This design comes from an exercise in tuning for small area on the open sky130 flow, not from production work.
Function was checked by simulation only, so behaviour that the tests miss may differ from the original.
The clock port is modelled as an ideal driver; clocking choices that lean on that would not hold on a real chip.
No activity file was given, so power comes from the tool's default toggle rates.

==> flow/design.v (excerpt) <==
module jtcps1_tilemap(
    input              rst,
    input              clk,
    input              flip,
    input      [ 8:0]  vrender,  
    input      [ 2:0]  size,     
    input      [15:0]  hpos,
    input      [15:0]  vpos,
    input              start,
    input              stop,
    output reg         done,
    input      [ 5:0]  game,
    input      [15:0]  bank_offset,
    input      [15:0]  bank_mask,
    output reg [ 7:0]  tile_addr,
    input      [15:0]  tile_data,
    output reg [19:0]  rom_addr,     
    output reg         rom_half,     
    input      [31:0]  rom_data,
    output reg         rom_cs,
    input              rom_ok,
    output reg [ 8:0]  buf_addr,
    output reg [10:0]  buf_data,
    output reg         buf_wr
);
Settings: LEC_CHECK=0, CAP_MARGIN=20, CORE_MARGIN=2, CORE_UTILIZATION=65, SLEW_MARGIN=20; clock period 10.0 ns.
standard.sh (not shown) runs the stock make flow with config.mk's settings and CLKGATE_MAP_FILE= SYNTH_SCRIPT=/design/flow/synth_recipe.tcl, a recipe that flattens the netlist after the stock synthesis.
==> flow/flow/run.sh <==
#!/bin/bash
# Own layout flow: the standard ORFS flow (standard.sh, unchanged synthesis)
# with smaller port buffers and a clock tree without dummy loads.
set -euo pipefail
# buffer every input and output port with the smallest buffer
export BUFFER_PORTS_ARGS="-buffer_cell sky130_fd_sc_hd__buf_1"
# clock tree: clkbuf_8 leaves on larger clusters, no dummy loads
export CTS_ARGS="-sink_clustering_enable -repair_clock_nets -dont_use_dummy_load -buf_list sky130_fd_sc_hd__clkbuf_8 -sink_clustering_size 30 -sink_clustering_max_diameter 100"
bash standard.sh > flow_make.log 2>&1
The baseline produced a clean layout.
Change:
Settings changed: CORE_UTILIZATION 65 to 40.
What happened:
- flip-flop and latch count does not change
- synthesized cell count does not change
- total power shrinks by 3.5%
- die area grows by 60%
- register-to-register slack improved by 0.17 ns
- design area grows by 1.3%
- global-route usage shrinks by 20 points
Change:
==> flow/flow/run.sh (replaced) <==
#!/bin/bash
# Own layout flow: the standard ORFS flow (standard.sh, unchanged synthesis)
# with smaller port buffers, synthesis buffers removed before placement and a
# clock tree without dummy loads.
set -euo pipefail
export BUFFER_PORTS_ARGS="-buffer_cell sky130_fd_sc_hd__buf_1"
export REMOVE_ABC_BUFFERS=1
export CTS_ARGS="-sink_clustering_enable -repair_clock_nets -dont_use_dummy_load -buf_list sky130_fd_sc_hd__clkbuf_8"
bash standard.sh > flow_make.log 2>&1
Settings changed: GPL_TIMING_DRIVEN set to 0.
Outcome: The changed run finished with timing, DRC and antenna clean; critical path depth went down by 2; setup slack degrades by 0.22 ns; total power goes down by 0.69%; via count increases by about 0.7%; clock-buffer cell count is unchanged.


lagoon:
jtcps1_tilemap, a different RTL version from the one above (not shown whole).
Size in the first run: about 740 cells after synthesis, about 120 flip-flops, about 190 I/O pins, ~7300 um2 of cells after synthesis.
export LEC_CHECK = 0
export CAP_MARGIN = 20
export CORE_MARGIN = 2
export CORE_UTILIZATION = 40
export GPL_TIMING_DRIVEN = 0
export SLEW_MARGIN = 20
create_clock -name core_clock -period 10.0 [get_ports {clk}]
==> flow/flow/run.sh <==
#!/bin/bash
# Own layout flow: the standard ORFS flow (standard.sh, unchanged synthesis)
# with smaller port buffers, synthesis buffers removed before placement, a
# clock tree without dummy loads, and gates on paths with slack downsized after
# global routing.
set -euo pipefail
export BUFFER_PORTS_ARGS="-buffer_cell sky130_fd_sc_hd__buf_1"
export REMOVE_ABC_BUFFERS=1
export CTS_ARGS="-sink_clustering_enable -repair_clock_nets -dont_use_dummy_load -buf_list sky130_fd_sc_hd__clkbuf_8"
export RECOVER_POWER=100
bash standard.sh > flow_make.log 2>&1
| lagoon | all stages done | FAIL | capacitance limit, slew limit |
The following lists how onyx was set up differently from lagoon:
==> flow/flow/run.sh <==
#!/bin/bash
# Own layout flow: the standard ORFS flow (standard.sh, unchanged synthesis)
# with smaller port buffers, synthesis buffers removed before placement and a
# clock tree without dummy loads.
set -euo pipefail
export BUFFER_PORTS_ARGS="-buffer_cell sky130_fd_sc_hd__buf_1"
export REMOVE_ABC_BUFFERS=1
export CTS_ARGS="-sink_clustering_enable -repair_clock_nets -dont_use_dummy_load -buf_list sky130_fd_sc_hd__clkbuf_8"
bash standard.sh > flow_make.log 2>&1
Findings:
- onyx: done, clean on timing, DRC and antenna
- lagoon: flow complete, layout not clean; failing: capacitance limit, slew limit
- Detailed-route wire length on metal 1, lagoon and onyx: larger value in lagoon
- Going from lagoon to onyx, count of vias placed by the detailed router now smaller; net switching power of the design now smaller; fraction of area in registers did not really move; clock-pin transition on the worst setup and hold timing paths was more or less identical.
- The final reports for onyx and lagoon show post-route minimum period lower in the former.
- Between onyx and lagoon, the worst-case hold slack does not differ in any meaningful way.
- Diff lagoon..onyx | buffer depth of the longest clock path | unchanged
- From lagoon to onyx the numbers moved as follows: power drawn by the sequential cells now sits at about the same level, global-route usage now sits at about the same level.
- ~same utilization in lagoon and onyx


jtcps1_tilemap again, from the RTL that the note above started with.
export LEC_CHECK = 0
export CAP_MARGIN = 20
export CORE_MARGIN = 2
export CORE_UTILIZATION = 40
export GPL_TIMING_DRIVEN = 0
export SLEW_MARGIN = 20
create_clock -name core_clock -period 10.0 [get_ports {clk}]
==> flow/flow/run.sh <==
#!/bin/bash
# Own layout flow: the standard ORFS flow (standard.sh, unchanged synthesis)
# with smaller port buffers, synthesis buffers removed before placement, and a
# clock tree whose last level is one clock buffer per cluster of flip-flops
# (flow/clock_leaves.tcl, run just before clock_tree_synthesis, which then
# builds the tree from the clock port to those buffers).
set -euo pipefail
HERE=$(cd "$(dirname "$0")"; pwd)
export BUFFER_PORTS_ARGS="-buffer_cell sky130_fd_sc_hd__buf_1"
export REMOVE_ABC_BUFFERS=1
export PRE_CTS_TCL="$HERE/clock_leaves.tcl"
export LEAF_K=10
export CTS_ARGS="-clk_nets clk -sink_clustering_enable -repair_clock_nets -dont_use_dummy_load -buf_list sky130_fd_sc_hd__clkbuf_8"
bash standard.sh > flow_make.log 2>&1
==> flow/flow/clock_leaves.tcl <==
# Pre-CTS: group the flip-flops into K clusters (k-means on their placed
# locations) and give each cluster its own clock buffer at the cluster centre;
# clock_tree_synthesis then builds the tree from the clock port to these
# buffers.
set K [expr {[info exists ::env(LEAF_K)] ? $::env(LEAF_K) : 10}]
set LEAF sky130_fd_sc_hd__clkbuf_8
set db [ord::get_db]; set block [[$db getChip] getBlock]
set bnet [$block findNet clk]
set its {}; set xs {}; set ys {}
foreach it [$bnet getITerms] {
  set b [[$it getInst] getBBox]
  lappend its $it; lappend xs [expr {([$b xMin]+[$b xMax])/2}]; lappend ys [expr {([$b yMin]+[$b yMax])/2}]
}
set N [llength $its]
set idx [lsort -integer -indices $xs]
set cx {}; set cy {}
for {set c 0} {$c < $K} {incr c} { set j [lindex $idx [expr {int(($c+0.5)*$N/$K)}]]; lappend cx [lindex $xs $j]; lappend cy [lindex $ys $j] }
for {set iter 0} {$iter < 100} {incr iter} {
  set asg {}
  for {set i 0} {$i < $N} {incr i} {
    set best 0; set bd 1e30
    for {set c 0} {$c < $K} {incr c} {
      set d [expr {abs([lindex $xs $i]-[lindex $cx $c]) + abs([lindex $ys $i]-[lindex $cy $c])}]
      if {$d < $bd} {set bd $d; set best $c}
    }
    lappend asg $best
  }
  for {set c 0} {$c < $K} {incr c} { set sx($c) 0.0; set sy($c) 0.0; set cnt($c) 0 }
  for {set i 0} {$i < $N} {incr i} { set c [lindex $asg $i]; set sx($c) [expr {$sx($c)+[lindex $xs $i]}]; set sy($c) [expr {$sy($c)+[lindex $ys $i]}]; incr cnt($c) }
  set cx {}; set cy {}
  for {set c 0} {$c < $K} {incr c} { set m [expr {max($cnt($c),1)}]; lappend cx [expr {$sx($c)/$m}]; lappend cy [expr {$sy($c)/$m}] }
}
for {set c 0} {$c < $K} {incr c} {
  if {$cnt($c) == 0} continue
  set net($c) [odb::dbNet_create $block clknet_leaf_$c]
  $net($c) setSigType CLOCK
  set inst [odb::dbInst_create $block [$db findMaster $LEAF] clkbuf_leaf_$c]
  $inst setLocation [expr {int([lindex $cx $c])}] [expr {int([lindex $cy $c])}]
  $inst setPlacementStatus PLACED
  [$inst findITerm X] connect $net($c)
  [$inst findITerm A] connect $bnet
  puts "clock leaf $c: $cnt($c) flip-flops"
}
for {set i 0} {$i < $N} {incr i} { set it [lindex $its $i]; $it disconnect; $it connect $net([lindex $asg $i]) }
Rerun with:
--- a/flow/flow/run.sh
+++ b/flow/flow/run.sh
@@ -11,3 +11,3 @@
 export PRE_CTS_TCL="$HERE/clock_leaves.tcl"
-export LEAF_K=10
+export LEAF_K=12
 export CTS_ARGS="-clk_nets clk -sink_clustering_enable -repair_clock_nets -dont_use_dummy_load -buf_list sky130_fd_sc_hd__clkbuf_8"
--- a/flow/flow/clock_leaves.tcl
+++ b/flow/flow/clock_leaves.tcl
@@ -4,3 +4,3 @@
 # buffers.
-set K [expr {[info exists ::env(LEAF_K)] ? $::env(LEAF_K) : 10}]
+set K [expr {[info exists ::env(LEAF_K)] ? $::env(LEAF_K) : 12}]
 set LEAF sky130_fd_sc_hd__clkbuf_8
The new run produced a clean layout.
First-iteration DRC count decreases by 12%.
Synthesized area is unchanged.
Die area is unchanged.
Cell count barely changes.
Core utilization goes up by 0.15 points.
Worst hold slack hardly moves.
Critical path depth stays the same.
Sequential share of layout area came out lower by 0.13 points.
Global-route usage rises by 0.22 points.
Wire length went up by 1.2%.
Power rises by 1.9%.
Rerun with:
--- a/flow/flow/run.sh
+++ b/flow/flow/run.sh
@@ -11,3 +11,3 @@
 export PRE_CTS_TCL="$HERE/clock_leaves.tcl"
-export LEAF_K=12
+export LEAF_K=11
 export CTS_ARGS="-clk_nets clk -sink_clustering_enable -repair_clock_nets -dont_use_dummy_load -buf_list sky130_fd_sc_hd__clkbuf_8"
--- a/flow/flow/clock_leaves.tcl
+++ b/flow/flow/clock_leaves.tcl
@@ -4,3 +4,3 @@
 # buffers.
-set K [expr {[info exists ::env(LEAF_K)] ? $::env(LEAF_K) : 12}]
+set K [expr {[info exists ::env(LEAF_K)] ? $::env(LEAF_K) : 11}]
 set LEAF sky130_fd_sc_hd__clkbuf_8
=>
- power drops by 1.1%
- register-to-register slack is worse by 0.10 ns
- clock power shrinks by about 5%
- setup slack degrades by 0.035 ns
- first-iteration DRC count is higher by 5.0%
- clock skew falls by 0.034 ns
- die area is unchanged
- synthesized area is unchanged
- worst hold slack is about the same

## what the ideal ports hide
Ports are ideal in the flow. The routed layouts listed here were re-timed in OpenROAD.
Step 1: set_driving_cell puts a clkbuf_16 on clk and a buf_2 on each other input, an assumption about the parent block.
Step 2, shift: input delay + t, output delay - t, t = (earliest + latest rising clock arrival at the registers) / 2. This alone moves slack from input paths to output paths.
Three values: no drivers, after step 1, after step 2; two values: the first two.
run	t, ns	setup slack, ns	hold WS [ns]	worst slew at a driven data input, ns	pins driven straight from the clock port
the first run of note 1	0.477	4.934 / 4.950 / 4.473	0.497 / 0.497 / 0.497	0.05	1
the second run of note 1	0.463	4.936 / 4.952 / 4.490	0.470 / 0.470 / 0.470	0.06	1
the third run of note 1	0.456	4.715 / 4.728 / 4.272	0.457 / 0.457 / 0.457	0.06	1
lagoon	0.461	3.083 / 3.085 / 2.624	0.466 / 0.466 / 0.466	0.05	1
onyx	0.461	4.495 / 4.513 / 4.053	0.466 / 0.466 / 0.466	0.05	1
the first run of note 3	0.477	4.536 / 4.551 / 4.074	0.466 / 0.466 / 0.466	0.05	1
the second run of note 3	0.494	4.570 / 4.589 / 4.095	0.467 / 0.467 / 0.467	0.05	1
the third run of note 3	0.487	4.535 / 4.553 / 4.066	0.468 / 0.468 / 0.468	0.06	1
The setup slack of the second run of note 3, which loses most, moves by +0.019 ns with the drivers and by -0.475 ns with both steps.
